Source: an optimization exercise on an open RTL-to-GDS flow (aim: small area). Production flows keep margins and buffers that such runs may drop.
Only simulation tests tie the RTL to the original design; equivalence was not proved.

## design/flow/design.v

```verilog
module quad_logic (
    input signed [31:0] angle_in,
    output [27:0] za_out,
    output [3:0] zsel_out,
    output reg s1_out,
    output reg sin_sign, cos_sign
);
reg [1:0] quad;
localparam signed [31:0] PI = 32'h1921FB54;
localparam signed [31:0] PI_2 = 32'h0C90FDAA;
localparam signed [31:0] TWO_PI = 32'h3243F6A9;
localparam signed [31:0] THREE_PI_2 = 32'h25B2F8FE;
localparam signed [31:0] AT0 = 32'h06487ED5;
wire fl_p = angle_in < 0;
wire fl_m = angle_in >= TWO_PI;
wire q1 = fl_p ? (angle_in <= PI_2 - TWO_PI) : fl_m ? (angle_in <= PI_2 + TWO_PI) : (angle_in <= PI_2);
wire q2 = fl_p ? (angle_in <= PI - TWO_PI) : fl_m ? (angle_in <= PI + TWO_PI) : (angle_in <= PI);
wire q3 = fl_p ? (angle_in <= THREE_PI_2 - TWO_PI) : fl_m ? (angle_in <= THREE_PI_2 + TWO_PI) : (angle_in <= THREE_PI_2);
wire t0 = fl_p ? (angle_in >= AT0 - TWO_PI) : fl_m ? (angle_in >= AT0 + TWO_PI) : (angle_in >= AT0);
wire t1 = fl_p ? (angle_in <= PI - AT0 - TWO_PI) : fl_m ? (angle_in <= PI - AT0 + TWO_PI) : (angle_in <= PI - AT0);
wire t2 = fl_p ? (angle_in >= AT0 + PI - TWO_PI) : fl_m ? (angle_in >= AT0 + PI + TWO_PI) : (angle_in >= AT0 + PI);
wire t3 = fl_p ? (angle_in <= -AT0) : fl_m ? (angle_in <= TWO_PI + TWO_PI - AT0) : (angle_in <= TWO_PI - AT0);
always @(*) begin
    if (q1) begin
        quad = 2'd0; sin_sign = 1'b0; cos_sign = 1'b0; s1_out = t0;
    end else if (q2) begin
        quad = 2'd1; sin_sign = 1'b0; cos_sign = 1'b1; s1_out = t1;
    end else if (q3) begin
        quad = 2'd2; sin_sign = 1'b1; cos_sign = 1'b1; s1_out = t2;
    end else begin
        quad = 2'd3; sin_sign = 1'b1; cos_sign = 1'b0; s1_out = t3;
    end
end
assign za_out = angle_in[27:0] ^ {28{quad[0]}};
assign zsel_out = {fl_m, fl_p, quad};
endmodule
module CORDIC (
    input clk,
    input signed [15:0] x_start,
    input signed [15:0] y_start,
    input [27:0] za_in,       
    input [3:0] zsel_in,      
    input s1_in,              
    input sin_sign, cos_sign,
    output [15:0] sine,
    output [15:0] cosine
);
function [31:0] add32;   
    input [31:0] a, b;
    input cin;
    integer k, j;
    reg c, cb, G, P;
    reg [31:0] p, g;
    begin
        p = a ^ b; g = a & b; c = cin;
        for (k = 0; k < 32; k = k + 2) begin
            cb = c;
            for (j = k; j < k + 2 && j < 32; j = j + 1) begin
                add32[j] = p[j] ^ cb; cb = g[j] | (p[j] & cb);
            end
            G = 1'b0; P = 1'b1;
            for (j = k; j < k + 2 && j < 32; j = j + 1) begin
                G = g[j] | (p[j] & G); P = P & p[j];
            end
            c = G | (P & c);
        end
    end
endfunction
function [27:0] quad_offset;
    input [3:0] sel;
    input s1;
    reg [31:0] f, c;
    begin
        case (sel[3:2])
            2'd1: f = 32'h3243F6A9;
            2'd2: f = -32'h3243F6A9;
            default: f = 32'h0;
        endcase
        case (sel[1:0])
            2'd0: c = f - 32'h06487ED5;
            2'd1: c = 32'h1921FB54 - f - 32'h06487ED5 + 1;
            2'd2: c = f - 32'h1921FB54 - 32'h06487ED5;
            default: c = 32'h3243F6A9 - f - 32'h06487ED5 + 1;
        endcase
        if (s1) c = c - 32'h03B58CE1;
        else c = c + 32'h03B58CE1;
        quad_offset = c[27:0];
    end
endfunction
wire signed [31:0] x0 = {x_start[15], x_start, 15'b0};
wire signed [31:0] y0 = {y_start[15], y_start, 15'b0};
reg [31:15] x1, y1;
reg [27:0] za;
reg [3:0] zsel;
reg s1r;         
wire [31:0] x1_n = add32(x0, ~y0, 1'b1);
wire [31:0] y1_n = add32(y0, x0, 1'b0);
reg [31:0] sgn_s, sgn_c;   
always @(posedge clk) begin
    x1 <= x1_n[31:15]; y1 <= y1_n[31:15]; za <= za_in; zsel <= zsel_in; s1r <= s1_in;
    sgn_s <= {sgn_s[30:0], sin_sign}; sgn_c <= {sgn_c[30:0], cos_sign};
end
wire s1 = s1r;
wire [27:0] z2_n = za + quad_offset(zsel, s1r);
reg signed [26:0] z2;
always @(posedge clk) z2 <= z2_n[26:0];
wire signed [31:0] xk1 = {x1, 15'b0};
wire signed [31:0] yk1 = {y1, 15'b0};
wire [31:0] xsh1 = xk1 >>> 1;
wire [31:0] ysh1 = yk1 >>> 1;
wire [31:0] x2_n = add32(xk1, ysh1 ^ {32{s1}}, s1);
wire [31:0] y2_n = add32(yk1, xsh1 ^ {32{~s1}}, ~s1);
reg [31:14] x2, y2;
always @(posedge clk) begin x2 <= x2_n[31:14]; y2 <= y2_n[31:14]; end
wire s2 = ~z2[26];
wire [26:0] z3_n = s2 ? z2 - 27'd32880480 : z2 + 27'd32880480;
reg signed [25:0] z3;
always @(posedge clk) z3 <= z3_n[25:0];
wire signed [31:0] xk2 = {x2, 14'b0};
wire signed [31:0] yk2 = {y2, 14'b0};
wire [31:0] xsh2 = xk2 >>> 2;
wire [31:0] ysh2 = yk2 >>> 2;
wire [31:0] x3_n = add32(xk2, ysh2 ^ {32{s2}}, s2);
wire [31:0] y3_n = add32(yk2, xsh2 ^ {32{~s2}}, ~s2);
reg [31:12] x3, y3;
always @(posedge clk) begin x3 <= x3_n[31:12]; y3 <= y3_n[31:12]; end
wire s3 = ~z3[25];
wire [25:0] z4_n = s3 ? z3 - 26'd16690645 : z3 + 26'd16690645;
reg signed [24:0] z4;
always @(posedge clk) z4 <= z4_n[24:0];
wire signed [31:0] xk3 = {x3, 12'b0};
wire signed [31:0] yk3 = {y3, 12'b0};
wire [31:0] xsh3 = xk3 >>> 3;
wire [31:0] ysh3 = yk3 >>> 3;
wire [31:0] x4_n = add32(xk3, ysh3 ^ {32{s3}}, s3);
wire [31:0] y4_n = add32(yk3, xsh3 ^ {32{~s3}}, ~s3);
reg [31:9] x4, y4;
always @(posedge clk) begin x4 <= x4_n[31:9]; y4 <= y4_n[31:9]; end
wire s4 = ~z4[24];
wire [24:0] z5_n = s4 ? z4 - 25'd8377711 : z4 + 25'd8377711;
reg signed [23:0] z5;
always @(posedge clk) z5 <= z5_n[23:0];
wire signed [31:0] xk4 = {x4, 9'b0};
wire signed [31:0] yk4 = {y4, 9'b0};
wire [31:0] xsh4 = xk4 >>> 4;
wire [31:0] ysh4 = yk4 >>> 4;
wire [31:0] x5_n = add32(xk4, ysh4 ^ {32{s4}}, s4);
wire [31:0] y5_n = add32(yk4, xsh4 ^ {32{~s4}}, ~s4);
reg [31:5] x5, y5;
always @(posedge clk) begin x5 <= x5_n[31:5]; y5 <= y5_n[31:5]; end
wire s5 = ~z5[23];
wire [23:0] z6_n = s5 ? z5 - 24'd4192939 : z5 + 24'd4192939;
reg signed [22:0] z6;
always @(posedge clk) z6 <= z6_n[22:0];
wire signed [31:0] xk5 = {x5, 5'b0};
wire signed [31:0] yk5 = {y5, 5'b0};
wire [31:0] xsh5 = xk5 >>> 5;
wire [31:0] ysh5 = yk5 >>> 5;
wire [31:0] x6_n = add32(xk5, ysh5 ^ {32{s5}}, s5);
wire [31:0] y6_n = add32(yk5, xsh5 ^ {32{~s5}}, ~s5);
reg [31:0] x6, y6;
always @(posedge clk) begin x6 <= x6_n[31:0]; y6 <= y6_n[31:0]; end
wire s6 = ~z6[22];
wire [22:0] z7_n = s6 ? z6 - 23'd2096981 : z6 + 23'd2096981;
reg signed [21:0] z7;
always @(posedge clk) z7 <= z7_n[21:0];
wire signed [31:0] xk6 = x6;
wire signed [31:0] yk6 = y6;
wire [31:0] xsh6 = xk6 >>> 6;
wire [31:0] ysh6 = yk6 >>> 6;
wire [31:0] x7_n = add32(xk6, ysh6 ^ {32{s6}}, s6);
wire [31:0] y7_n = add32(yk6, xsh6 ^ {32{~s6}}, ~s6);
reg [31:0] x7, y7;
always @(posedge clk) begin x7 <= x7_n[31:0]; y7 <= y7_n[31:0]; end
wire s7 = ~z7[21];
wire [21:0] z8_n = s7 ? z7 - 22'd1048555 : z7 + 22'd1048555;
reg signed [20:0] z8;
always @(posedge clk) z8 <= z8_n[20:0];
wire signed [31:0] xk7 = x7;
wire signed [31:0] yk7 = y7;
wire [31:0] xsh7 = xk7 >>> 7;
wire [31:0] ysh7 = yk7 >>> 7;
wire [31:0] x8_n = add32(xk7, ysh7 ^ {32{s7}}, s7);
wire [31:0] y8_n = add32(yk7, xsh7 ^ {32{~s7}}, ~s7);
reg [31:0] x8, y8;
always @(posedge clk) begin x8 <= x8_n[31:0]; y8 <= y8_n[31:0]; end
wire s8 = ~z8[20];
wire [20:0] z9_n = s8 ? z8 - 21'd524285 : z8 + 21'd524285;
reg [19:0] u9;
always @(posedge clk) u9 <= {~z9_n[19], z9_n[18:0]};
wire signed [31:0] xk8 = x8;
wire signed [31:0] yk8 = y8;
wire [31:0] xsh8 = xk8 >>> 8;
wire [31:0] ysh8 = yk8 >>> 8;
wire [31:0] x9_n = add32(xk8, ysh8 ^ {32{s8}}, s8);
wire [31:0] y9_n = add32(yk8, xsh8 ^ {32{~s8}}, ~s8);
reg [31:0] x9, y9;
always @(posedge clk) begin x9 <= x9_n[31:0]; y9 <= y9_n[31:0]; end
wire s9 = u9[19];
reg [18:0] u10;
always @(posedge clk) u10 <= u9[18:0];
wire signed [31:0] xk9 = x9;
wire signed [31:0] yk9 = y9;
wire [31:0] xsh9 = xk9 >>> 9;
wire [31:0] ysh9 = yk9 >>> 9;
wire [31:0] x10_n = add32(xk9, ysh9 ^ {32{s9}}, s9);
wire [31:0] y10_n = add32(yk9, xsh9 ^ {32{~s9}}, ~s9);
reg [31:0] x10, y10;
always @(posedge clk) begin x10 <= x10_n[31:0]; y10 <= y10_n[31:0]; end
wire s10 = u10[18];
reg [17:0] u11;
always @(posedge clk) u11 <= u10[17:0];
wire signed [31:0] xk10 = x10;
wire signed [31:0] yk10 = y10;
wire [31:0] xsh10 = xk10 >>> 10;
wire [31:0] ysh10 = yk10 >>> 10;
wire [31:0] x11_n = add32(xk10, ysh10 ^ {32{s10}}, s10);
wire [31:0] y11_n = add32(yk10, xsh10 ^ {32{~s10}}, ~s10);
reg [31:0] x11, y11;
always @(posedge clk) begin x11 <= x11_n[31:0]; y11 <= y11_n[31:0]; end
wire s11 = u11[17];
reg [16:0] u12;
always @(posedge clk) u12 <= u11[16:0];
wire signed [31:0] xk11 = x11;
wire signed [31:0] yk11 = y11;
wire [31:0] xsh11 = xk11 >>> 11;
wire [31:0] ysh11 = yk11 >>> 11;
wire [31:0] x12_n = add32(xk11, ysh11 ^ {32{s11}}, s11);
wire [31:0] y12_n = add32(yk11, xsh11 ^ {32{~s11}}, ~s11);
reg [31:0] x12, y12;
always @(posedge clk) begin x12 <= x12_n[31:0]; y12 <= y12_n[31:0]; end
wire s12 = u12[16];
reg [15:0] u13;
always @(posedge clk) u13 <= u12[15:0];
wire signed [31:0] xk12 = x12;
wire signed [31:0] yk12 = y12;
wire [31:0] xsh12 = xk12 >>> 12;
wire [31:0] ysh12 = yk12 >>> 12;
wire [31:0] x13_n = add32(xk12, ysh12 ^ {32{s12}}, s12);
wire [31:0] y13_n = add32(yk12, xsh12 ^ {32{~s12}}, ~s12);
reg [31:0] x13, y13;
always @(posedge clk) begin x13 <= x13_n[31:0]; y13 <= y13_n[31:0]; end
wire s13 = u13[15];
reg [14:0] u14;
always @(posedge clk) u14 <= u13[14:0];
wire signed [31:0] xk13 = x13;
wire signed [31:0] yk13 = y13;
wire [31:0] xsh13 = xk13 >>> 13;
wire [31:0] ysh13 = yk13 >>> 13;
wire [31:0] x14_n = add32(xk13, ysh13 ^ {32{s13}}, s13);
wire [31:0] y14_n = add32(yk13, xsh13 ^ {32{~s13}}, ~s13);
reg [31:0] x14, y14;
always @(posedge clk) begin x14 <= x14_n[31:0]; y14 <= y14_n[31:0]; end
wire s14 = u14[14];
reg [13:0] u15;
always @(posedge clk) u15 <= u14[13:0];
wire signed [31:0] xk14 = x14;
wire signed [31:0] yk14 = y14;
wire [31:0] xsh14 = xk14 >>> 14;
wire [31:0] ysh14 = yk14 >>> 14;
wire [31:0] x15_n = add32(xk14, ysh14 ^ {32{s14}}, s14);
wire [31:0] y15_n = add32(yk14, xsh14 ^ {32{~s14}}, ~s14);
reg [31:0] x15, y15;
always @(posedge clk) begin x15 <= x15_n[31:0]; y15 <= y15_n[31:0]; end
wire s15 = u15[13];
reg [12:0] u16;
always @(posedge clk) u16 <= u15[12:0];
wire signed [31:0] xk15 = x15;
wire signed [31:0] yk15 = y15;
wire [31:0] xsh15 = xk15 >>> 15;
wire [31:0] ysh15 = yk15 >>> 15;
wire [31:0] x16_n = add32(xk15, ysh15 ^ {32{s15}}, s15);
wire [31:0] y16_n = add32(yk15, xsh15 ^ {32{~s15}}, ~s15);
reg [31:0] x16, y16;
always @(posedge clk) begin x16 <= x16_n[31:0]; y16 <= y16_n[31:0]; end
wire s16 = u16[12];
reg [11:0] u17;
always @(posedge clk) u17 <= u16[11:0];
wire signed [31:0] xk16 = x16;
wire signed [31:0] yk16 = y16;
wire [31:0] xsh16 = xk16 >>> 16;
wire [31:0] ysh16 = yk16 >>> 16;
wire [31:0] x17_n = add32(xk16, ysh16 ^ {32{s16}}, s16);
wire [31:0] y17_n = add32(yk16, xsh16 ^ {32{~s16}}, ~s16);
reg [31:0] x17, y17;
always @(posedge clk) begin x17 <= x17_n[31:0]; y17 <= y17_n[31:0]; end
wire s17 = u17[11];
reg [10:0] u18;
always @(posedge clk) u18 <= u17[10:0];
wire signed [31:0] xk17 = x17;
wire signed [31:0] yk17 = y17;
wire [31:0] xsh17 = xk17 >>> 17;
wire [31:0] ysh17 = yk17 >>> 17;
wire [31:0] x18_n = add32(xk17, ysh17 ^ {32{s17}}, s17);
wire [31:0] y18_n = add32(yk17, xsh17 ^ {32{~s17}}, ~s17);
reg [31:0] x18, y18;
always @(posedge clk) begin x18 <= x18_n[31:0]; y18 <= y18_n[31:0]; end
wire s18 = u18[10];
reg [9:0] u19;
always @(posedge clk) u19 <= u18[9:0];
wire signed [31:0] xk18 = x18;
wire signed [31:0] yk18 = y18;
wire [31:0] xsh18 = xk18 >>> 18;
wire [31:0] ysh18 = yk18 >>> 18;
wire [31:0] x19_n = add32(xk18, ysh18 ^ {32{s18}}, s18);
wire [31:0] y19_n = add32(yk18, xsh18 ^ {32{~s18}}, ~s18);
reg [31:0] x19, y19;
always @(posedge clk) begin x19 <= x19_n[31:0]; y19 <= y19_n[31:0]; end
wire s19 = u19[9];
reg [8:0] u20;
always @(posedge clk) u20 <= u19[8:0];
wire signed [31:0] xk19 = x19;
wire signed [31:0] yk19 = y19;
wire [31:0] xsh19 = xk19 >>> 19;
wire [31:0] ysh19 = yk19 >>> 19;
wire [31:0] x20_n = add32(xk19, ysh19 ^ {32{s19}}, s19);
wire [31:0] y20_n = add32(yk19, xsh19 ^ {32{~s19}}, ~s19);
reg [16:0] xh20;         
reg [11:0] xl20;         
reg xz20, xa20;         
always @(posedge clk) begin
    xh20 <= x20_n[31:15]; xl20 <= x20_n[11:0];
    xz20 <= ~|x20_n[14:12]; xa20 <= &x20_n[14:12];
end
reg [16:0] yh20;         
reg [11:0] yl20;         
reg yz20, ya20;         
always @(posedge clk) begin
    yh20 <= y20_n[31:15]; yl20 <= y20_n[11:0];
    yz20 <= ~|y20_n[14:12]; ya20 <= &y20_n[14:12];
end
wire s20 = u20[8];
reg [7:0] u21;
always @(posedge clk) u21 <= u20[7:0];
wire signed [16:0] yq20 = yh20;
wire signed [13:0] ysh20 = yq20 >>> 5;    
wire signed [13:0] xt20 = s20 ? -ysh20 : ysh20;
wire [13:0] xS20 = {2'b00, xl20} + xt20;
wire xcp20 = xS20[13:12] == 2'b01;    
wire xcm20 = xS20[13:12] == 2'b11;    
wire xop20 = xa20 & xcp20;    
wire xom20 = xz20 & xcm20;    
wire xz20_c = (xz20 & ~xcp20 & ~xcm20) | xop20;
wire xa20_c = (xa20 & ~xcp20 & ~xcm20) | xom20;
wire [16:0] xh21_n = xh20 + {{16{xom20}}, xop20 | xom20};
reg [16:0] xh21;
reg [10:0] xl21;
reg xz21, xa21;
always @(posedge clk) begin
    xh21 <= xh21_n;
    xl21 <= xS20[10:0];
    xz21 <= xz20_c & ~xS20[11];
    xa21 <= xa20_c & xS20[11];
end
wire signed [16:0] xq20 = xh20;
wire signed [13:0] xsh20 = xq20 >>> 5;    
wire signed [13:0] yt20 = ~s20 ? -xsh20 : xsh20;
wire [13:0] yS20 = {2'b00, yl20} + yt20;
wire ycp20 = yS20[13:12] == 2'b01;    
wire ycm20 = yS20[13:12] == 2'b11;    
wire yop20 = ya20 & ycp20;    
wire yom20 = yz20 & ycm20;    
wire yz20_c = (yz20 & ~ycp20 & ~ycm20) | yop20;
wire ya20_c = (ya20 & ~ycp20 & ~ycm20) | yom20;
wire [16:0] yh21_n = yh20 + {{16{yom20}}, yop20 | yom20};
reg [16:0] yh21;
reg [10:0] yl21;
reg yz21, ya21;
always @(posedge clk) begin
    yh21 <= yh21_n;
    yl21 <= yS20[10:0];
    yz21 <= yz20_c & ~yS20[11];
    ya21 <= ya20_c & yS20[11];
end
wire s21 = u21[7];
reg [6:0] u22;
always @(posedge clk) u22 <= u21[6:0];
wire signed [16:0] yq21 = yh21;
wire signed [12:0] ysh21 = yq21 >>> 6;    
wire signed [12:0] xt21 = s21 ? -ysh21 : ysh21;
wire [12:0] xS21 = {2'b00, xl21} + xt21;
wire xcp21 = xS21[12:11] == 2'b01;    
wire xcm21 = xS21[12:11] == 2'b11;    
wire xop21 = xa21 & xcp21;    
wire xom21 = xz21 & xcm21;    
wire xz21_c = (xz21 & ~xcp21 & ~xcm21) | xop21;
wire xa21_c = (xa21 & ~xcp21 & ~xcm21) | xom21;
wire [16:0] xh22_n = xh21 + {{16{xom21}}, xop21 | xom21};
reg [16:0] xh22;
reg [9:0] xl22;
reg xz22, xa22;
always @(posedge clk) begin
    xh22 <= xh22_n;
    xl22 <= xS21[9:0];
    xz22 <= xz21_c & ~xS21[10];
    xa22 <= xa21_c & xS21[10];
end
wire signed [16:0] xq21 = xh21;
wire signed [12:0] xsh21 = xq21 >>> 6;    
wire signed [12:0] yt21 = ~s21 ? -xsh21 : xsh21;
wire [12:0] yS21 = {2'b00, yl21} + yt21;
wire ycp21 = yS21[12:11] == 2'b01;    
wire ycm21 = yS21[12:11] == 2'b11;    
wire yop21 = ya21 & ycp21;    
wire yom21 = yz21 & ycm21;    
wire yz21_c = (yz21 & ~ycp21 & ~ycm21) | yop21;
wire ya21_c = (ya21 & ~ycp21 & ~ycm21) | yom21;
wire [16:0] yh22_n = yh21 + {{16{yom21}}, yop21 | yom21};
reg [16:0] yh22;
reg [9:0] yl22;
reg yz22, ya22;
always @(posedge clk) begin
    yh22 <= yh22_n;
    yl22 <= yS21[9:0];
    yz22 <= yz21_c & ~yS21[10];
    ya22 <= ya21_c & yS21[10];
end
wire s22 = u22[6];
reg [5:0] u23;
always @(posedge clk) u23 <= u22[5:0];
wire signed [16:0] yq22 = yh22;
wire signed [11:0] ysh22 = yq22 >>> 7;    
wire signed [11:0] xt22 = s22 ? -ysh22 : ysh22;
wire [11:0] xS22 = {2'b00, xl22} + xt22;
wire xcp22 = xS22[11:10] == 2'b01;    
wire xcm22 = xS22[11:10] == 2'b11;    
wire xop22 = xa22 & xcp22;    
wire xom22 = xz22 & xcm22;    
wire xz22_c = (xz22 & ~xcp22 & ~xcm22) | xop22;
wire xa22_c = (xa22 & ~xcp22 & ~xcm22) | xom22;
wire [16:0] xh23_n = xh22 + {{16{xom22}}, xop22 | xom22};
reg [16:0] xh23;
reg [8:0] xl23;
reg xz23, xa23;
always @(posedge clk) begin
    xh23 <= xh23_n;
    xl23 <= xS22[8:0];
    xz23 <= xz22_c & ~xS22[9];
    xa23 <= xa22_c & xS22[9];
end
wire signed [16:0] xq22 = xh22;
wire signed [11:0] xsh22 = xq22 >>> 7;    
wire signed [11:0] yt22 = ~s22 ? -xsh22 : xsh22;
wire [11:0] yS22 = {2'b00, yl22} + yt22;
wire ycp22 = yS22[11:10] == 2'b01;    
wire ycm22 = yS22[11:10] == 2'b11;    
wire yop22 = ya22 & ycp22;    
wire yom22 = yz22 & ycm22;    
wire yz22_c = (yz22 & ~ycp22 & ~ycm22) | yop22;
wire ya22_c = (ya22 & ~ycp22 & ~ycm22) | yom22;
wire [16:0] yh23_n = yh22 + {{16{yom22}}, yop22 | yom22};
reg [16:0] yh23;
reg [8:0] yl23;
reg yz23, ya23;
always @(posedge clk) begin
    yh23 <= yh23_n;
    yl23 <= yS22[8:0];
    yz23 <= yz22_c & ~yS22[9];
    ya23 <= ya22_c & yS22[9];
end
wire s23 = u23[5];
reg [4:0] u24;
always @(posedge clk) u24 <= u23[4:0];
wire signed [16:0] yq23 = yh23;
wire signed [10:0] ysh23 = yq23 >>> 8;    
wire signed [10:0] xt23 = s23 ? -ysh23 : ysh23;
wire [10:0] xS23 = {2'b00, xl23} + xt23;
wire xcp23 = xS23[10:9] == 2'b01;    
wire xcm23 = xS23[10:9] == 2'b11;    
wire xop23 = xa23 & xcp23;    
wire xom23 = xz23 & xcm23;    
wire xz23_c = (xz23 & ~xcp23 & ~xcm23) | xop23;
wire xa23_c = (xa23 & ~xcp23 & ~xcm23) | xom23;
wire [16:0] xh24_n = xh23 + {{16{xom23}}, xop23 | xom23};
reg [16:0] xh24;
reg [7:0] xl24;
reg xz24, xa24;
always @(posedge clk) begin
    xh24 <= xh24_n;
    xl24 <= xS23[7:0];
    xz24 <= xz23_c & ~xS23[8];
    xa24 <= xa23_c & xS23[8];
end
wire signed [16:0] xq23 = xh23;
wire signed [10:0] xsh23 = xq23 >>> 8;    
wire signed [10:0] yt23 = ~s23 ? -xsh23 : xsh23;
wire [10:0] yS23 = {2'b00, yl23} + yt23;
wire ycp23 = yS23[10:9] == 2'b01;    
wire ycm23 = yS23[10:9] == 2'b11;    
wire yop23 = ya23 & ycp23;    
wire yom23 = yz23 & ycm23;    
wire yz23_c = (yz23 & ~ycp23 & ~ycm23) | yop23;
wire ya23_c = (ya23 & ~ycp23 & ~ycm23) | yom23;
wire [16:0] yh24_n = yh23 + {{16{yom23}}, yop23 | yom23};
reg [16:0] yh24;
reg [7:0] yl24;
reg yz24, ya24;
always @(posedge clk) begin
    yh24 <= yh24_n;
    yl24 <= yS23[7:0];
    yz24 <= yz23_c & ~yS23[8];
    ya24 <= ya23_c & yS23[8];
end
wire s24 = u24[4];
reg [3:0] u25;
always @(posedge clk) u25 <= u24[3:0];
wire signed [16:0] yq24 = yh24;
wire signed [9:0] ysh24 = yq24 >>> 9;    
wire signed [9:0] xt24 = s24 ? -ysh24 : ysh24;
wire [9:0] xS24 = {2'b00, xl24} + xt24;
wire xcp24 = xS24[9:8] == 2'b01;    
wire xcm24 = xS24[9:8] == 2'b11;    
wire xop24 = xa24 & xcp24;    
wire xom24 = xz24 & xcm24;    
wire xz24_c = (xz24 & ~xcp24 & ~xcm24) | xop24;
wire xa24_c = (xa24 & ~xcp24 & ~xcm24) | xom24;
wire [16:0] xh25_n = xh24 + {{16{xom24}}, xop24 | xom24};
reg [16:0] xh25;
reg [6:0] xl25;
reg xz25, xa25;
always @(posedge clk) begin
    xh25 <= xh25_n;
    xl25 <= xS24[6:0];
    xz25 <= xz24_c & ~xS24[7];
    xa25 <= xa24_c & xS24[7];
end
wire signed [16:0] xq24 = xh24;
wire signed [9:0] xsh24 = xq24 >>> 9;    
wire signed [9:0] yt24 = ~s24 ? -xsh24 : xsh24;
wire [9:0] yS24 = {2'b00, yl24} + yt24;
wire ycp24 = yS24[9:8] == 2'b01;    
wire ycm24 = yS24[9:8] == 2'b11;    
wire yop24 = ya24 & ycp24;    
wire yom24 = yz24 & ycm24;    
wire yz24_c = (yz24 & ~ycp24 & ~ycm24) | yop24;
wire ya24_c = (ya24 & ~ycp24 & ~ycm24) | yom24;
wire [16:0] yh25_n = yh24 + {{16{yom24}}, yop24 | yom24};
reg [16:0] yh25;
reg [6:0] yl25;
reg yz25, ya25;
always @(posedge clk) begin
    yh25 <= yh25_n;
    yl25 <= yS24[6:0];
    yz25 <= yz24_c & ~yS24[7];
    ya25 <= ya24_c & yS24[7];
end
wire s25 = u25[3];
reg [2:0] u26;
always @(posedge clk) u26 <= u25[2:0];
wire signed [16:0] yq25 = yh25;
wire signed [8:0] ysh25 = yq25 >>> 10;    
wire signed [8:0] xt25 = s25 ? -ysh25 : ysh25;
wire [8:0] xS25 = {2'b00, xl25} + xt25;
wire xcp25 = xS25[8:7] == 2'b01;    
wire xcm25 = xS25[8:7] == 2'b11;    
wire xop25 = xa25 & xcp25;    
wire xom25 = xz25 & xcm25;    
wire xz25_c = (xz25 & ~xcp25 & ~xcm25) | xop25;
wire xa25_c = (xa25 & ~xcp25 & ~xcm25) | xom25;
wire [16:0] xh26_n = xh25 + {{16{xom25}}, xop25 | xom25};
reg [16:0] xh26;
reg [5:0] xl26;
reg xz26, xa26;
always @(posedge clk) begin
    xh26 <= xh26_n;
    xl26 <= xS25[5:0];
    xz26 <= xz25_c & ~xS25[6];
    xa26 <= xa25_c & xS25[6];
end
wire signed [16:0] xq25 = xh25;
wire signed [8:0] xsh25 = xq25 >>> 10;    
wire signed [8:0] yt25 = ~s25 ? -xsh25 : xsh25;
wire [8:0] yS25 = {2'b00, yl25} + yt25;
wire ycp25 = yS25[8:7] == 2'b01;    
wire ycm25 = yS25[8:7] == 2'b11;    
wire yop25 = ya25 & ycp25;    
wire yom25 = yz25 & ycm25;    
wire yz25_c = (yz25 & ~ycp25 & ~ycm25) | yop25;
wire ya25_c = (ya25 & ~ycp25 & ~ycm25) | yom25;
wire [16:0] yh26_n = yh25 + {{16{yom25}}, yop25 | yom25};
reg [16:0] yh26;
reg [5:0] yl26;
reg yz26, ya26;
always @(posedge clk) begin
    yh26 <= yh26_n;
    yl26 <= yS25[5:0];
    yz26 <= yz25_c & ~yS25[6];
    ya26 <= ya25_c & yS25[6];
end
wire s26 = u26[2];
reg [1:0] u27;
always @(posedge clk) u27 <= u26[1:0];
wire signed [16:0] yq26 = yh26;
wire signed [7:0] ysh26 = yq26 >>> 11;    
wire signed [7:0] xt26 = s26 ? -ysh26 : ysh26;
wire [7:0] xS26 = {2'b00, xl26} + xt26;
wire xcp26 = xS26[7:6] == 2'b01;    
wire xcm26 = xS26[7:6] == 2'b11;    
wire xop26 = xa26 & xcp26;    
wire xom26 = xz26 & xcm26;    
wire xz26_c = (xz26 & ~xcp26 & ~xcm26) | xop26;
wire xa26_c = (xa26 & ~xcp26 & ~xcm26) | xom26;
wire [16:0] xh27_n = xh26 + {{16{xom26}}, xop26 | xom26};
reg [16:0] xh27;
reg [4:0] xl27;
reg xz27, xa27;
always @(posedge clk) begin
    xh27 <= xh27_n;
    xl27 <= xS26[4:0];
    xz27 <= xz26_c & ~xS26[5];
    xa27 <= xa26_c & xS26[5];
end
wire signed [16:0] xq26 = xh26;
wire signed [7:0] xsh26 = xq26 >>> 11;    
wire signed [7:0] yt26 = ~s26 ? -xsh26 : xsh26;
wire [7:0] yS26 = {2'b00, yl26} + yt26;
wire ycp26 = yS26[7:6] == 2'b01;    
wire ycm26 = yS26[7:6] == 2'b11;    
wire yop26 = ya26 & ycp26;    
wire yom26 = yz26 & ycm26;    
wire yz26_c = (yz26 & ~ycp26 & ~ycm26) | yop26;
wire ya26_c = (ya26 & ~ycp26 & ~ycm26) | yom26;
wire [16:0] yh27_n = yh26 + {{16{yom26}}, yop26 | yom26};
reg [16:0] yh27;
reg [4:0] yl27;
reg yz27, ya27;
always @(posedge clk) begin
    yh27 <= yh27_n;
    yl27 <= yS26[4:0];
    yz27 <= yz26_c & ~yS26[5];
    ya27 <= ya26_c & yS26[5];
end
wire s27 = u27[1];
reg [0:0] u28;
always @(posedge clk) u28 <= u27[0:0];
wire signed [16:0] yq27 = yh27;
wire signed [6:0] ysh27 = yq27 >>> 12;    
wire signed [6:0] xt27 = s27 ? -ysh27 : ysh27;
wire [6:0] xS27 = {2'b00, xl27} + xt27;
wire xcp27 = xS27[6:5] == 2'b01;    
wire xcm27 = xS27[6:5] == 2'b11;    
wire xop27 = xa27 & xcp27;    
wire xom27 = xz27 & xcm27;    
wire xz27_c = (xz27 & ~xcp27 & ~xcm27) | xop27;
wire xa27_c = (xa27 & ~xcp27 & ~xcm27) | xom27;
wire [16:0] xh28_n = xh27 + {{16{xom27}}, xop27 | xom27};
reg [16:0] xh28;
reg [3:0] xl28;
reg xz28, xa28;
always @(posedge clk) begin
    xh28 <= xh28_n;
    xl28 <= xS27[3:0];
    xz28 <= xz27_c & ~xS27[4];
    xa28 <= xa27_c & xS27[4];
end
wire signed [16:0] xq27 = xh27;
wire signed [6:0] xsh27 = xq27 >>> 12;    
wire signed [6:0] yt27 = ~s27 ? -xsh27 : xsh27;
wire [6:0] yS27 = {2'b00, yl27} + yt27;
wire ycp27 = yS27[6:5] == 2'b01;    
wire ycm27 = yS27[6:5] == 2'b11;    
wire yop27 = ya27 & ycp27;    
wire yom27 = yz27 & ycm27;    
wire yz27_c = (yz27 & ~ycp27 & ~ycm27) | yop27;
wire ya27_c = (ya27 & ~ycp27 & ~ycm27) | yom27;
wire [16:0] yh28_n = yh27 + {{16{yom27}}, yop27 | yom27};
reg [16:0] yh28;
reg [3:0] yl28;
reg yz28, ya28;
always @(posedge clk) begin
    yh28 <= yh28_n;
    yl28 <= yS27[3:0];
    yz28 <= yz27_c & ~yS27[4];
    ya28 <= ya27_c & yS27[4];
end
wire s28 = u28[0];
reg [0:0] u29;
always @(posedge clk) u29 <= u28[0:0];
wire signed [16:0] yq28 = yh28;
wire signed [5:0] ysh28 = yq28 >>> 13;    
wire signed [5:0] xt28 = s28 ? -ysh28 : ysh28;
wire [5:0] xS28 = {2'b00, xl28} + xt28;
wire xcp28 = xS28[5:4] == 2'b01;    
wire xcm28 = xS28[5:4] == 2'b11;    
wire xop28 = xa28 & xcp28;    
wire xom28 = xz28 & xcm28;    
wire xz28_c = (xz28 & ~xcp28 & ~xcm28) | xop28;
wire xa28_c = (xa28 & ~xcp28 & ~xcm28) | xom28;
wire [16:0] xh29_n = xh28 + {{16{xom28}}, xop28 | xom28};
reg [16:0] xh29;
reg [2:0] xl29;
reg xz29, xa29;
always @(posedge clk) begin
    xh29 <= xh29_n;
    xl29 <= xS28[2:0];
    xz29 <= xz28_c & ~xS28[3];
    xa29 <= xa28_c & xS28[3];
end
wire signed [16:0] xq28 = xh28;
wire signed [5:0] xsh28 = xq28 >>> 13;    
wire signed [5:0] yt28 = ~s28 ? -xsh28 : xsh28;
wire [5:0] yS28 = {2'b00, yl28} + yt28;
wire ycp28 = yS28[5:4] == 2'b01;    
wire ycm28 = yS28[5:4] == 2'b11;    
wire yop28 = ya28 & ycp28;    
wire yom28 = yz28 & ycm28;    
wire yz28_c = (yz28 & ~ycp28 & ~ycm28) | yop28;
wire ya28_c = (ya28 & ~ycp28 & ~ycm28) | yom28;
wire [16:0] yh29_n = yh28 + {{16{yom28}}, yop28 | yom28};
reg [16:0] yh29;
reg [2:0] yl29;
reg yz29, ya29;
always @(posedge clk) begin
    yh29 <= yh29_n;
    yl29 <= yS28[2:0];
    yz29 <= yz28_c & ~yS28[3];
    ya29 <= ya28_c & yS28[3];
end
wire s29 = u29[0];
reg [0:0] u30;
always @(posedge clk) u30 <= u29[0:0];
wire signed [16:0] yq29 = yh29;
wire signed [4:0] ysh29 = yq29 >>> 14;    
wire signed [4:0] xt29 = s29 ? -ysh29 : ysh29;
wire [4:0] xS29 = {2'b00, xl29} + xt29;
wire xcp29 = xS29[4:3] == 2'b01;    
wire xcm29 = xS29[4:3] == 2'b11;    
wire xop29 = xa29 & xcp29;    
wire xom29 = xz29 & xcm29;    
wire xz29_c = (xz29 & ~xcp29 & ~xcm29) | xop29;
wire xa29_c = (xa29 & ~xcp29 & ~xcm29) | xom29;
wire [16:0] xh30_n = xh29 + {{16{xom29}}, xop29 | xom29};
reg [16:0] xh30;
reg [1:0] xl30;
reg xz30, xa30;
always @(posedge clk) begin
    xh30 <= xh30_n;
    xl30 <= xS29[1:0];
    xz30 <= xz29_c & ~xS29[2];
    xa30 <= xa29_c & xS29[2];
end
wire signed [16:0] xq29 = xh29;
wire signed [4:0] xsh29 = xq29 >>> 14;    
wire signed [4:0] yt29 = ~s29 ? -xsh29 : xsh29;
wire [4:0] yS29 = {2'b00, yl29} + yt29;
wire ycp29 = yS29[4:3] == 2'b01;    
wire ycm29 = yS29[4:3] == 2'b11;    
wire yop29 = ya29 & ycp29;    
wire yom29 = yz29 & ycm29;    
wire yz29_c = (yz29 & ~ycp29 & ~ycm29) | yop29;
wire ya29_c = (ya29 & ~ycp29 & ~ycm29) | yom29;
wire [16:0] yh30_n = yh29 + {{16{yom29}}, yop29 | yom29};
reg [16:0] yh30;
reg [1:0] yl30;
reg yz30, ya30;
always @(posedge clk) begin
    yh30 <= yh30_n;
    yl30 <= yS29[1:0];
    yz30 <= yz29_c & ~yS29[2];
    ya30 <= ya29_c & yS29[2];
end
wire s30 = u30[0];
reg [0:0] u31;
always @(posedge clk) u31 <= u30[0:0];
wire signed [16:0] yq30 = yh30;
wire signed [3:0] ysh30 = yq30 >>> 15;    
wire signed [3:0] xt30 = s30 ? -ysh30 : ysh30;
wire [3:0] xS30 = {2'b00, xl30} + xt30;
wire xcp30 = xS30[3:2] == 2'b01;    
wire xcm30 = xS30[3:2] == 2'b11;    
wire xop30 = xa30 & xcp30;    
wire xom30 = xz30 & xcm30;    
wire xz30_c = (xz30 & ~xcp30 & ~xcm30) | xop30;
wire xa30_c = (xa30 & ~xcp30 & ~xcm30) | xom30;
wire [16:0] xh31_n = xh30 + {{16{xom30}}, xop30 | xom30};
reg [16:0] xh31;
reg [0:0] xl31;
reg xz31, xa31;
always @(posedge clk) begin
    xh31 <= xh31_n;
    xl31 <= xS30[0:0];
    xz31 <= xz30_c & ~xS30[1];
    xa31 <= xa30_c & xS30[1];
end
wire signed [16:0] xq30 = xh30;
wire signed [3:0] xsh30 = xq30 >>> 15;    
wire signed [3:0] yt30 = ~s30 ? -xsh30 : xsh30;
wire [3:0] yS30 = {2'b00, yl30} + yt30;
wire ycp30 = yS30[3:2] == 2'b01;    
wire ycm30 = yS30[3:2] == 2'b11;    
wire yop30 = ya30 & ycp30;    
wire yom30 = yz30 & ycm30;    
wire yz30_c = (yz30 & ~ycp30 & ~ycm30) | yop30;
wire ya30_c = (ya30 & ~ycp30 & ~ycm30) | yom30;
wire [16:0] yh31_n = yh30 + {{16{yom30}}, yop30 | yom30};
reg [16:0] yh31;
reg [0:0] yl31;
reg yz31, ya31;
always @(posedge clk) begin
    yh31 <= yh31_n;
    yl31 <= yS30[0:0];
    yz31 <= yz30_c & ~yS30[1];
    ya31 <= ya30_c & yS30[1];
end
wire s31 = u31[0];
wire signed [16:0] yq31 = yh31;
wire signed [2:0] ysh31 = yq31 >>> 16;    
wire signed [2:0] xt31 = s31 ? -ysh31 : ysh31;
wire [2:0] xS31 = {2'b00, xl31} + xt31;
wire xcp31 = xS31[2:1] == 2'b01;    
wire xcm31 = xS31[2:1] == 2'b11;    
wire xop31 = xa31 & xcp31;    
wire xom31 = xz31 & xcm31;    
wire xz31_c = (xz31 & ~xcp31 & ~xcm31) | xop31;
wire xa31_c = (xa31 & ~xcp31 & ~xcm31) | xom31;
wire [16:0] xh32_n = xh31 + {{16{xom31}}, xop31 | xom31};
wire signed [16:0] xq31 = xh31;
wire signed [2:0] xsh31 = xq31 >>> 16;    
wire signed [2:0] yt31 = ~s31 ? -xsh31 : xsh31;
wire [2:0] yS31 = {2'b00, yl31} + yt31;
wire ycp31 = yS31[2:1] == 2'b01;    
wire ycm31 = yS31[2:1] == 2'b11;    
wire yop31 = ya31 & ycp31;    
wire yom31 = yz31 & ycm31;    
wire yz31_c = (yz31 & ~ycp31 & ~ycm31) | yop31;
wire ya31_c = (ya31 & ~ycp31 & ~ycm31) | yom31;
wire [16:0] yh32_n = yh31 + {{16{yom31}}, yop31 | yom31};
wire [15:0] c32 = xh32_n[15:0], s32 = yh32_n[15:0];
reg [15:0] r31s, r31c, r32s, r32c, r33s, r33c;
always @(posedge clk) begin
    r31s <= sgn_s[30] ? -s32 : s32;
    r31c <= sgn_c[30] ? -c32 : c32;
    r32s <= r31s; r32c <= r31c;
    r33s <= r32s; r33c <= r32c;
end
assign sine = r33s;
assign cosine = r33c;
endmodule
module CORDIC_top #(parameter WIDTH = 16 , parameter ITERATIONS = 32) (
    input clk,
    input signed [WIDTH-1:0] x_start,
    input signed [WIDTH-1:0] y_start,
    input signed [31:0] angle_in,
    output signed [WIDTH-1:0] sine,
    output signed [WIDTH-1:0] cosine
);
wire [27:0] za;
wire [3:0] zsel;
wire s1;
wire sin_sign, cos_sign;
quad_logic quad_logic_DUT(
    .angle_in(angle_in),
    .za_out(za),
    .zsel_out(zsel),
    .s1_out(s1),
    .sin_sign(sin_sign),
    .cos_sign(cos_sign)
);
CORDIC CORDIC_DUT(
    .clk(clk),
    .x_start(x_start),
    .y_start(y_start),
    .za_in(za),
    .zsel_in(zsel),
    .s1_in(s1),
    .sin_sign(sin_sign),
    .cos_sign(cos_sign),
    .sine(sine),
    .cosine(cosine)
);
endmodule
```

## design/flow/flow/run.sh

```bash
#!/bin/bash
# Own flow: the standard layout, with synthesis run through flow/my_synth.tcl
# (a different ABC script and no full-adder extraction) and clock tree
# synthesis without dummy loads and with small clock buffers; ports get the smallest buffer. Registers and
# their names are those of the standard synthesis.
set -euo pipefail
W=$(pwd)
export MY_WORK=$W
export MY_ABC_SCRIPT=$W/flow/abc_area.script
# synthesis only, with our script; the remaining steps are the standard.sh
make -C "$FLOW_HOME" DESIGN_CONFIG="$W/config.mk" WORK_HOME="$W/orfs" CLKGATE_MAP_FILE= \
  SYNTH_SCRIPT="$W/flow/my_synth.tcl" synth > "$W/own_synth.log" 2>&1
export CTS_ARGS="-sink_clustering_enable -repair_clock_nets -dont_use_dummy_load -buf_list {sky130_fd_sc_hd__clkbuf_8} -sink_clustering_size 14 -sink_clustering_max_diameter 70"
export BUFFER_PORTS_ARGS="-buffer_cell sky130_fd_sc_hd__buf_1"
bash "$W/standard.sh" > "$W/own_standard.log" 2>&1
```

## design/flow/flow/abc_area.script

```
&get -n
&st
&dch
&nf -R 20
&put
topo
buffer -N 10
upsize -D 4500
dnsize -D 4500
stime -p
```

## design/flow/flow/my_synth.tcl

```tcl
# The standard synthesis (synth_recipe.tcl) with two changes for area:
# Yosys's abc calls use this flow's ABC script, and full/half adders are not
# extracted into fa/ha cells (ABC maps the adder logic itself).
proc abc {args} {
  set i [lsearch -exact $args -script]
  if {$i >= 0} { lset args [expr {$i + 1}] $::env(MY_ABC_SCRIPT) }
  puts "flow/my_synth.tcl: abc $args"
  yosys abc {*}$args
}
proc extract_fa {args} { puts "flow/my_synth.tcl: extract_fa skipped" }
source $::env(MY_WORK)/synth_recipe.tcl
```

## design/flow/standard.sh

```bash
#!/bin/bash
# synth_recipe.tcl (not shown) runs the flow's synth.tcl, then flattens the netlist and writes it again
# the make line also repeats each setting of config.mk as NAME=value (left out here)
make -C /OpenROAD-flow-scripts/flow DESIGN_CONFIG=/design/flow/config.mk WORK_HOME=/design/flow/orfs CLKGATE_MAP_FILE= SYNTH_SCRIPT=/design/flow/synth_recipe.tcl "${@:-finish}"
```

## design/flow/config.mk

```make
export PLATFORM = sky130hd
export DESIGN_NAME = CORDIC_top
export DESIGN_NICKNAME = CORDIC_top
export VERILOG_FILES = /design/flow/design.v
export SDC_FILE = /design/flow/constraint.sdc
export NUM_CORES = 4
export LEC_CHECK = 0
export CAP_MARGIN = 20
export CORE_MARGIN = 2
export CORE_UTILIZATION = 40
export SLEW_MARGIN = 20
```

## design/flow/constraint.sdc

```tcl
create_clock -name core_clock -period 6.0 [get_ports {clk}]
set_input_delay 1.2000 -clock core_clock [delete_from_list [all_inputs] [get_ports {clk}]]
set_output_delay 1.2000 -clock core_clock [all_outputs]
set_load 0.01 [all_outputs]
```

==> flow_summary_export.csv, run 1 <==
group,metric,value,unit
global_route,grt_pass1_wl,408,mm
clocking,cts_buffers,197,
cells_and_area,syn2layout_area_growth,9.08,%
global_route,gr-total-overflow,0,
sta,setup_tns,0,ns
floorplanning,rows,200,
critical_path,r2r-start,"CORDIC_DUT.u18[10]$_DFF_P_",
synthesis,ys.flop_type,"dfxtp_1",
placed_design,place_ws,-0.0579,ns
synthesis,synthAdderAreaFrac,0.0233,
critical_path,crit_chain,"buf_4, buf_4, nor2_1, a21oi_1, o21ai_1, nand2_1, a31oi_4, a31oi_4, nor2_2, a211oi_1, o211a_1, o211a_1, nor2_1, a211oi_1, o311a_1, o311a_1, o311a_1, o311a_1, o311a_1, o311a_1, o311a_4, o311ai_4, maj3_2, xor2_1",
sta,worst_slew_pin_slew,1.02,ns
cells_and_area,stdcell_count,17500,
sta,fin_ws,0.234,ns
critical_path,end_kind,"register",
synthesis,synth_edf_count,0,
global_route,antenna_found_initial,9,
clocking,clock_latency,1.02,ns
sta,drv_slew,0,
sta,clock_skew,0.175,ns
job,maxCapViolations,0,
synthesis,syn_area,119000,sq um
synthesis,synth-xor-area-share,0.330,
synthesis,synth_nets,13300,
detailed_routing,drtAntennaViolNets,0,
critical_path,path_class,"register to register",
hold_path,whs_endpoint,"CORDIC_DUT.r32s[9]$_DFF_P_",
critical_path,cp_common_cell,"o311a_1",
cells_and_area,nNetsFinal,13600,
sta,fmax,173,MHz
critical_path,cp_top_family,"compound AO/OA/AOI/OAI gates",
synthesis,muxShareOfSynthArea,0.00190,
clocking,path_clk_slew,0.09,ns
critical_path,critPathArrivalTime,6.69,ns
critical_path,crit_path_top_delay_cell,"o311a_4",
placed_design,dp_hpwl,201,mm
clocking,cts_root_buf,"clkbuf_8",
placed_design,post-place-cells,17300,
clocking,cts_tree,"built",
global_route,grt_pass1_vias,79700,
global_route,grt_usage,0.164,
detailed_routing,wire_per_inst,14.6,um
floorplanning,core_area,296000,sq um
synthesis,synthSimpleGateAreaFrac,0.120,
global_route,grt_max_degree,63,
synthesis,syn_inst,13200,
sta,finalCriticalPeriod,5.77,ns
sta,rsz0062_at_grt,"yes",
cells_and_area,n_fill_cell,29300,
detailed_routing,vias,83800,
clocking,hold_buffers,0,
clocking,htreeDepth,4,
detailed_routing,drt_iter0_markers,3781,
detailed_routing,vias_per_cell,4.79,
hold_path,min_path_type,"register to register",
floorplanning,die_h,549,um
sta,hold_viol,0,
sta,setup-violations-final,0,
critical_path,critical-path-max-stage-delay,0.41,ns
floorplanning,die_w,549,um
critical_path,cp_max_fo,6,
critical_path,path_buf_inv,2,
sta,relSlewSlack,0.319,
floorplanning,dieArea,302000,sq um
critical_path,rr_worst_depth,24,
synthesis,synth_top_family_by_area,"XOR/XNOR gates",
synthesis,yosysSeqAreaShare,0.385,
sta,fin_crit_sh,0.961,
outcome,status,"no timing/DRC/antenna violations",
detailed_routing,dr.pass1.iters,5,
detailed_routing,totalWireLength,255,mm
floorplanning,initial_core_util,0.402,
placed_design,globalplace.congestion,0.909,
floorplanning,io_pins,97,
synthesis,synth-seq-cells,2288,
detailed_routing,route.detailed.drc,0,
critical_path,reg2reg_to,"CORDIC_DUT.y19[31]$_DFF_P_",
clocking,cts.sinks,2288,
critical_path,reg2reg_setup_slack,0.23,ns
critical_path,start_kind,"register",
synthesis,yosys_warnings,2,
clocking,cts_buffer_depth,4,
hold_path,whs_path_depth,0,
synthesis,synthDistinctLibCells,90,
hold_path,min-delay-start,"CORDIC_DUT.r31s[9]$_DFF_P_",
placed_design,port_buffers,96,
synthesis,syn_avg_cell_area,8.98,sq um
critical_path,cp.required,6.93,ns
cells_and_area,fin_util,0.438,
synthesis,synth_compound_area_frac,0.117,
synthesis,async_flop_share,0,
cells_and_area,drive_gt1_frac,0.0666,
==> worst reg2reg max path: cells and delay by family (launching register included) <==
family	cells	cell delay, ns
AOI/OAI and AO/OA	16	4.18
xor gates and xnor gates	1	0.13
adders and majority gates	1	0.25
buffers and inverters	2	0.29
DFF	1	0.40
and+or+nand+nor	4	0.45
==> worst max-delay path by stage <==
stage | depth (start not counted) | from | endpoint
finish | 24 | CORDIC_DUT.u18[10]$_DFF_P_ | CORDIC_DUT.y19[31]$_DFF_P_
detailed placement | 22 | CORDIC_DUT.u19[9]$_DFF_P_ | CORDIC_DUT.yh20[16]$_DFF_P_
floorplan | 20 | CORDIC_DUT.u13[15]$_DFF_P_ | CORDIC_DUT.y14[31]$_DFF_P_
CTS | 23 | CORDIC_DUT.u10[18]$_DFF_P_ | CORDIC_DUT.x11[31]$_DFF_P_
global placement | 22 | CORDIC_DUT.u18[10]$_DFF_P_ | CORDIC_DUT.y19[31]$_DFF_P_
global route | 23 | CORDIC_DUT.z7[21]$_DFF_P_ | CORDIC_DUT.y8[31]$_DFF_P_
==> Yosys cell counts, types with 34 or more instances <==
master    number  share of area
a211oi_1      39         0.0025
a21boi_0      49         0.0031
a21oi_1      391          0.016
a31oi_1      180         0.0095
and2_1        64         0.0034
and3_1        38         0.0020
buf_1         77         0.0024
clkbuf_1     294         0.0093
dfxtp_1     2288           0.39
inv_1        283         0.0089
maj3_1       271          0.023
nand2_1     1551          0.049
nand2b_1     141         0.0074
nand3_1      205         0.0086
nor2_1       842          0.027
nor2b_1      104         0.0055
nor3_1        94         0.0040
nor4_1        73         0.0038
o211ai_1      46         0.0029
o21a_1       139         0.0088
o21ai_0      818          0.034
o22ai_1       34         0.0018
o311a_1       37         0.0031
o31a_1        35         0.0026
o31ai_1      107         0.0068
o41ai_1       74         0.0054
or2_2         49         0.0026
xnor2_1     2563           0.19
xor2_1      1910           0.14
==> logic make-up (layout without fill, tap and decap cells) <==
| family | after synthesis | count (layout) |
|---|---|---|
| xor gates and xnor gates | 4475 | 4475 |
| and+or+nand+nor | 3283 | 3283 |
| DFF | 2288 | 2288 |
| AOI/OAI and AO/OA | 2211 | 2211 |
| buffers and inverters | 690 | 1003 |
| adders and majority gates | 276 | 276 |
| muxes | 21 | 21 |
| other | 0 | 8 |
==> stage by stage <==
step / hold slack [ns] / area [sq um]
after floorplan: 0.310 / 119000
after global placement: 0.310 / 126000
after CTS: 0.250 / 129000
final: 0.255 / 130000
after detailed placement: 0.312 / 126000
after global routing: 0.263 / 130000
==> per-layer routing <==
layer  share of wire  global-route usage  vias up
li1                -                   -    44300
met1            0.45               0.200    38100
met2            0.49               0.300     1073
met3           0.030              0.0178      411
met4           0.031              0.0488        2
met5        0.000051                   0        -
==> cell usage in the layout, fill, tap and decap left out, types with 166 or more instances in the layout <==
master,n
inv_1,283
dfxtp_1,2262
buf_4,416
a21oi_1,386
xor2_1,1895
a31oi_1,166
nor2_1,841
maj3_1,267
clkbuf_8,197
xnor2_1,2535
nand2_1,1551
nand3_1,205
o21ai_0,807
==> repair_timing <==
action / 4_1_cts / 5_1_grt
gates cloned: 0 / 1
resized for setup: 3 / 165
pin swaps: 0 / 71
buffers inserted: 0 / 29
setup endpoints to repair: 4 / 78
==> cell type report <==
type	instances	area (sq um)	area share
Antenna cell	8	20.0	0.000154
Sequential cell	2288	45900	0.353
Tap cell	3939	4930	0.0380
Inverter	283	1060	0.00819
Multi-Input combinational cell	10300	71500	0.551
Clock buffer	197	2710	0.0209
Timing Repair Buffer	523	3660	0.0282
==> inputs of run 2 (changes only) <==
==> design/flow/flow/abc_area.script (replaced) <==
&get -n
&st
&dch
&nf -R 20 -p -F 8 -A 4
&put
topo
buffer -N 10
upsize -D 4500
dnsize -D 4500
stime -p
==> run 2 against run 1 <==
Compared with the run above:
- still clean
- setup slack got worse by 0.0098 ns
- hold slack better by 0.0045 ns
- highest routed layer is now met4
==> flow_summary_export.csv, run 2 <==
group,metric,value,unit
global_route,grt_pass1_vias,79700,
synthesis,ys.flop_type,"dfxtp_1",
detailed_routing,totalWireLength,253,mm
clocking,path_clk_slew,0.09,ns
detailed_routing,vias_per_cell,4.79,
critical_path,cp.required,6.89,ns
outcome,status,"no timing/DRC/antenna violations",
synthesis,synth_top_area_cell,"dfxtp_1",
sta,hold_viol,0,
clocking,cts_tree,"built",
clocking,cts_buffer_depth,4,
clocking,cts.sinks,2288,
cells_and_area,nNetsFinal,13500,
hold_path,min_path_type,"register to register",
floorplanning,core_area,294000,sq um
floorplanning,die_h,547,um
sta,fmax,173,MHz
synthesis,yosys_warnings,2,
synthesis,synthDistinctLibCells,91,
global_route,antenna_found_initial,5,
cells_and_area,layout_common_cells,"xnor2_1, dfxtp_1, xor2_1",
sta,setup-violations-final,0,
cells_and_area,final_common_cell,"xnor2_1",
cells_and_area,n_fill_cell,28900,
placed_design,place_ws,-0.105,ns
global_route,gr-total-overflow,0,
synthesis,synth_most_common_cell,"xnor2_1",
synthesis,synth_area_leaders,"dfxtp_1, xnor2_1, xor2_1, nand2_1, o21ai_0",
synthesis,syn_inst,13100,
clocking,cts_root_buf,"clkbuf_8",
global_route,grt_usage,0.164,
sta,drv_slew,0,
critical_path,critPathArrivalTime,6.67,ns
job,maxCapViolations,0,
clocking,htreeDepth,4,
floorplanning,die_w,547,um
critical_path,end_kind,"register",
clocking,cts_buffers,194,
clocking,clock_latency,1.03,ns
sta,clock_skew,0.152,ns
synthesis,synth_edf_count,0,
synthesis,syn_area,118000,sq um
placed_design,port_buffers,96,
clocking,hold_buffers,0,
synthesis,yosysSeqAreaShare,0.388,
floorplanning,io_pins,97,
sta,relSlewSlack,0.290,
synthesis,synth-seq-cells,2288,
synthesis,synth_nets,13200,
placed_design,dp_hpwl,200,mm
sta,finalCriticalPeriod,5.78,ns
detailed_routing,vias,82900,
floorplanning,initial_core_util,0.402,
detailed_routing,route.detailed.drc,0,
critical_path,cp_max_fo,4,
global_route,grt_pass1_wl,406,mm
sta,fin_crit_sh,0.963,
sta,worst_slew_pin_slew,1.06,ns
synthesis,syn_avg_cell_area,9.00,sq um
detailed_routing,dr.pass1.iters,8,
floorplanning,dieArea,300000,sq um
critical_path,path_class,"register to register",
cells_and_area,drive_gt1_frac,0.0651,
cells_and_area,syn2layout_area_growth,8.80,%
synthesis,async_flop_share,0,
floorplanning,rows,199,
synthesis,synth_top_area_frac,0.388,
detailed_routing,wire_per_inst,14.6,um
detailed_routing,drt_iter0_markers,3731,
detailed_routing,drtAntennaViolNets,0,
critical_path,start_kind,"register",
placed_design,globalplace.congestion,0.886,
sta,fin_ws,0.225,ns
sta,setup_tns,0,ns
global_route,grt_max_degree,78,
synthesis,synth_common_cells,"xnor2_1, dfxtp_1, xor2_1, nand2_1, o21ai_0",
run 2: cell count changes in the layout (fill, tap and decap cells not counted), sizes merged, moves of 51 or more:
cell	before	now
nand2b	141	205
nand3	205	131
nor2b	104	347
xor2	1911	1653
buf	522	471
inv	283	228
run 2: path summary, 6_finish.rpt:
check	from	to	slack (ns)	cells after the start
worst max-delay path	CORDIC_DUT.u18[10]$_DFF_P_	CORDIC_DUT.y19[31]$_DFF_P_	0.22	21
worst min-delay path	CORDIC_DUT.u11[2]$_DFF_P_	CORDIC_DUT.u12[2]$_DFF_P_	0.26	0
worst max register to register	CORDIC_DUT.u18[10]$_DFF_P_	CORDIC_DUT.y19[31]$_DFF_P_	0.22	21
worst min register to register	CORDIC_DUT.u11[2]$_DFF_P_	CORDIC_DUT.u12[2]$_DFF_P_	0.26	0
run 2: what timing repair did:
item | CTS | global route
cloned | 0 | 0
setup endpoints to repair | 8 | 100
buffers inserted | 0 | 22
pin swaps | 0 | 25
resized for setup | 9 | 166
run 2: layer usage:
| metal | global-route usage | vias up | share of wire |
|---|---|---|---|
| met2 | 0.300 | 963 | 0.49 |
| met1 | 0.200 | 37600 | 0.45 |
| met3 | 0.0179 | 414 | 0.027 |
| li1 | - | 43900 | - |
| met4 | 0.0500 | 0 | 0.030 |
| met5 | 0 | - | 0 |
run 2: critical path: stages, from the launching register on:
cell	delay [ns]
dfxtp_4	0.37
clkbuf_4	0.19
o21ai_4	0.18
maj3_2	0.23
nand2_1	0.07
a31oi_2	0.20
a31oi_1	0.13
nor2_1	0.13
a211oi_1	0.08
o221a_2	0.28
o221a_2	0.27
o221a_2	0.26
o311a_1	0.39
o311a_1	0.39
o311a_1	0.38
o311a_1	0.38
o311a_1	0.40
o311a_1	0.38
o311a_1	0.35
o311ai_2	0.28
maj3_2	0.25
xor2_1	0.13
run 2: logic make-up (layout without fill, tap and decap cells):
family,after synthesis,after routing,synth area share
AND/OR/NAND/NOR,3461,3461,0.134
flip-flops,2288,2288,0.388
AO/OA/AOI/OAI,2224,2224,0.118
XOR/XNOR,4219,4219,0.313
adder cells (fa/ha/maj),294,294,0.0249
buffers and inverters,617,895,0.0205
other,0,2,0
multiplexers,20,20,0.00182
run 2: per-stage QoR:
step            util  cells  area (sq um)  hold WS [ns]
3_3_place_gp   0.425  17100        125000         0.310
2_1_floorplan      -  13100        118000         0.310
6_report       0.437  17300        129000         0.260
3_5_place_dp   0.425  17100        125000         0.312
5_1_grt        0.437  17300        129000         0.257
4_1_cts        0.434  17300        127000         0.271
run 2: layout make-up:
class	instances	area, sq um	share of cell area
multi-input cells	10200	70900	0.552
flip-flops and latches	2288	45900	0.357
well taps	3919	4900	0.0382
repair buffers	472	3270	0.0255
clock buffers	194	2670	0.0208
inverters	229	860	0.00669
diodes	2	5.00	0.0000389
==> inputs of run 3 (changes only) <==
--- a/design/flow/flow/run.sh
+++ b/design/flow/flow/run.sh
@@ -13,3 +13,5 @@
 export CTS_ARGS="-sink_clustering_enable -repair_clock_nets -dont_use_dummy_load -buf_list {sky130_fd_sc_hd__clkbuf_8} -sink_clustering_size 14 -sink_clustering_max_diameter 70"
 export BUFFER_PORTS_ARGS="-buffer_cell sky130_fd_sc_hd__buf_1"
+# timing-driven placement guides the placement but leaves no buffers behind
+export GPL_KEEP_OVERFLOW=0
 bash "$W/standard.sh" > "$W/own_standard.log" 2>&1
==> run 3 against run 2 <==
Compared with the run above:
- still clean
- clock skew up 0.0011 ns
- sequential share of layout area shrank 0.10 points
- wire length is 0.28% lower
- synthesized area did not move
- design area up 0.33%
- critical endpoint unchanged
==> flow_summary_export.csv, run 3 <==
group,metric,value,unit
placed_design,place_ws,-1.54,ns
critical_path,critical-path-max-stage-delay,0.40,ns
sta,relSlewSlack,0.250,
sta,holdWs,0.197,ns
floorplanning,initial_core_util,0.402,
clocking,cts.sinks,2288,
outcome,status,"no timing/DRC/antenna violations",
critical_path,cp_common_cell,"o311a_1",
clocking,cts_root_buf,"clkbuf_8",
floorplanning,die_h,547,um
hold_path,min-delay-start,"CORDIC_DUT.sgn_c[1]$_DFF_P_",
synthesis,synth_top_area_cell,"dfxtp_1",
cells_and_area,syn2layout_area_growth,9.15,%
global_route,antenna_found_initial,11,
synthesis,synth_top_area_frac,0.388,
critical_path,crit_chain,"buf_6, o21ai_2, maj3_2, nand2_1, a31oi_4, a31oi_4, nor2_1, a211oi_1, o221a_2, o221a_2, o221a_2, o311a_1, o311a_1, o311a_1, o311a_1, o311a_1, o311a_1, o311a_4, o311ai_4, maj3_2, xor2_1",
sta,fin_crit_sh,0.963,
synthesis,synth_edf_count,0,
clocking,cts_tree,"built",
hold_path,min_path_type,"register to register",
clocking,cts_buffers,195,
critical_path,end_kind,"register",
sta,worst_slew_pin_slew,1.12,ns
critical_path,path_buf_inv,1,
critical_path,cp_max_fo,7,
global_route,grt_pass1_wl,401,mm
critical_path,r2r-start,"CORDIC_DUT.u18[10]$_DFF_P_",
placed_design,globalplace.congestion,0.875,
critical_path,cp.required,6.97,ns
floorplanning,core_area,294000,sq um
sta,hold_viol,0,
placed_design,dp_hpwl,192,mm
clocking,hold_buffers,0,
detailed_routing,drt_iter0_markers,3965,
floorplanning,die_w,547,um
synthesis,syn_avg_cell_area,9.00,sq um
sta,fmax,173,MHz
synthesis,synth_most_common_cell,"xnor2_1",
global_route,grt_pass1_vias,78900,
synthesis,synth_area_leaders,"dfxtp_1, xnor2_1, xor2_1, nand2_1, o21ai_0",
clocking,htreeDepth,4,
detailed_routing,drtAntennaViolNets,0,
cells_and_area,nNetsFinal,13300,
global_route,grt_usage,0.162,
placed_design,port_buffers,96,
synthesis,syn_inst,13100,
sta,fin_ws,0.223,ns
floorplanning,io_pins,97,
synthesis,synth-seq-cells,2288,
critical_path,critPathArrivalTime,6.75,ns
detailed_routing,totalWireLength,252,mm
critical_path,path_class,"register to register",
cells_and_area,drive_gt1_frac,0.0626,
clocking,clock_latency,1.03,ns
sta,drv_slew,0,
cells_and_area,final_common_cell,"xnor2_1",
floorplanning,rows,199,
cells_and_area,layout_common_cells,"xnor2_1, dfxtp_1, xor2_1",
critical_path,cp_top_family,"compound AO/OA/AOI/OAI gates",
sta,clock_skew,0.153,ns
job,maxCapViolations,0,
sta,finalCriticalPeriod,5.78,ns
critical_path,start_kind,"register",
synthesis,async_flop_share,0,
detailed_routing,wire_per_inst,14.7,um
detailed_routing,dr.pass1.iters,6,
synthesis,syn_area,118000,sq um
detailed_routing,vias_per_cell,4.83,
detailed_routing,vias,82700,
synthesis,synth_common_cells,"xnor2_1, dfxtp_1, xor2_1, nand2_1, o21ai_0",
synthesis,synthDistinctLibCells,91,
synthesis,ys.flop_type,"dfxtp_1",
critical_path,crit_path_top_delay_cell,"o311a_1",
floorplanning,dieArea,300000,sq um
sta,setup-violations-final,0,
clocking,cts_buffer_depth,4,
global_route,grt_max_degree,50,
critical_path,crit_start,"CORDIC_DUT.u18[10]$_DFF_P_",
synthesis,synth_nets,13200,
clocking,path_clk_slew,0.09,ns
synthesis,yosys_warnings,2,
global_route,gr-total-overflow,0,
synthesis,yosysSeqAreaShare,0.388,
detailed_routing,route.detailed.drc,0,
## run 3: repair_timing
action | 4_1_cts | 5_1_grt
buffers inserted | 43 | 81
gates cloned | 5 | 4
resized for setup | 168 | 190
pin swaps | 35 | 101
setup endpoints to repair | 167 | 161
## run 3: worst paths after layout
check	to	slack, ns	cells after the start
max reg2reg	CORDIC_DUT.y19[31]$_DFF_P_	0.22	21
max	CORDIC_DUT.y19[31]$_DFF_P_	0.22	21
min	CORDIC_DUT.sgn_c[2]$_DFF_P_	0.20	0
min reg2reg	CORDIC_DUT.sgn_c[2]$_DFF_P_	0.20	0
## run 3: kinds of logic after synthesis
group,after synthesis,share of synthesized area
compound gates,2224,0.118
xor+xnor,4219,0.313
fa+ha+maj,294,0.0249
buf+inv,617,0.0205
flops,2288,0.388
mux,20,0.00182
simple gates,3461,0.134
## run 3: per-layer routing
layer  part of all wire  vias up  global-route usage
met5           0.000052        -                   0
met4              0.030        2              0.0475
met3              0.030      418              0.0187
met2               0.50     1045               0.300
met1               0.44    37600               0.194
li1                   -    43600                   -
## run 3: layout make-up
type,instances,area [sq um]
inverter,229,866
antenna,7,17.5
timing repair buffer,267,2490
multi-input combinational,10200,72100
tap,3919,4900
fill,28800,165000
sequential,2288,45900
clock buffer,195,2680
## run 3: metrics by stage
stage	TNS, ns	std cells	instance area (sq um)	utilization
global route	-0.373	17100	129000	0.439
global placement	-725.57	16800	122000	0.415
finish	0	17100	129000	0.439
floorplan	0	13100	118000	-
CTS	0	17000	127000	0.433
detailed placement	-77.49	16800	123000	0.418

-- static timing again, ports no longer ideal --
No port has a modelled driver above. Below, the same layouts with a new extraction and two added sets of constraints.
Step 1 (the two cells are an assumption about what drives the block):
set clk [get_ports {clk}]
set_driving_cell -lib_cell sky130_fd_sc_hd__clkbuf_16 $clk
set_driving_cell -lib_cell sky130_fd_sc_hd__buf_2 [delete_from_list [all_inputs] $clk]
Step 2 adds t to the input delays and takes it off the output delays; t is the mean of the earliest and latest rising clock arrival at the registers after step 1. Input paths then give back, and output paths get back, about the clock's delay inside the block.
a / b / c = no drivers / after step 1 / after step 2; a / b = the first two.
run	t, ns	setup slack, ns	worst setup path at the end	clock arrival spread, ns	cell pins on the clock port's net
run 1	1.038	0.234 / 0.234 / 0.234	register to register	0.207 / 0.206	1
run 2	1.048	0.225 / 0.225 / 0.225	register to register	0.153 / 0.153	1
run 3	1.053	0.223 / 0.223 / -0.117	input to register	0.154 / 0.154	1
With both steps, setup timing fails in run 3, where it was met with ideal ports. The setup slack of run 3, which loses most, moves by 0.000 ns with the drivers and by -0.340 ns with both steps.
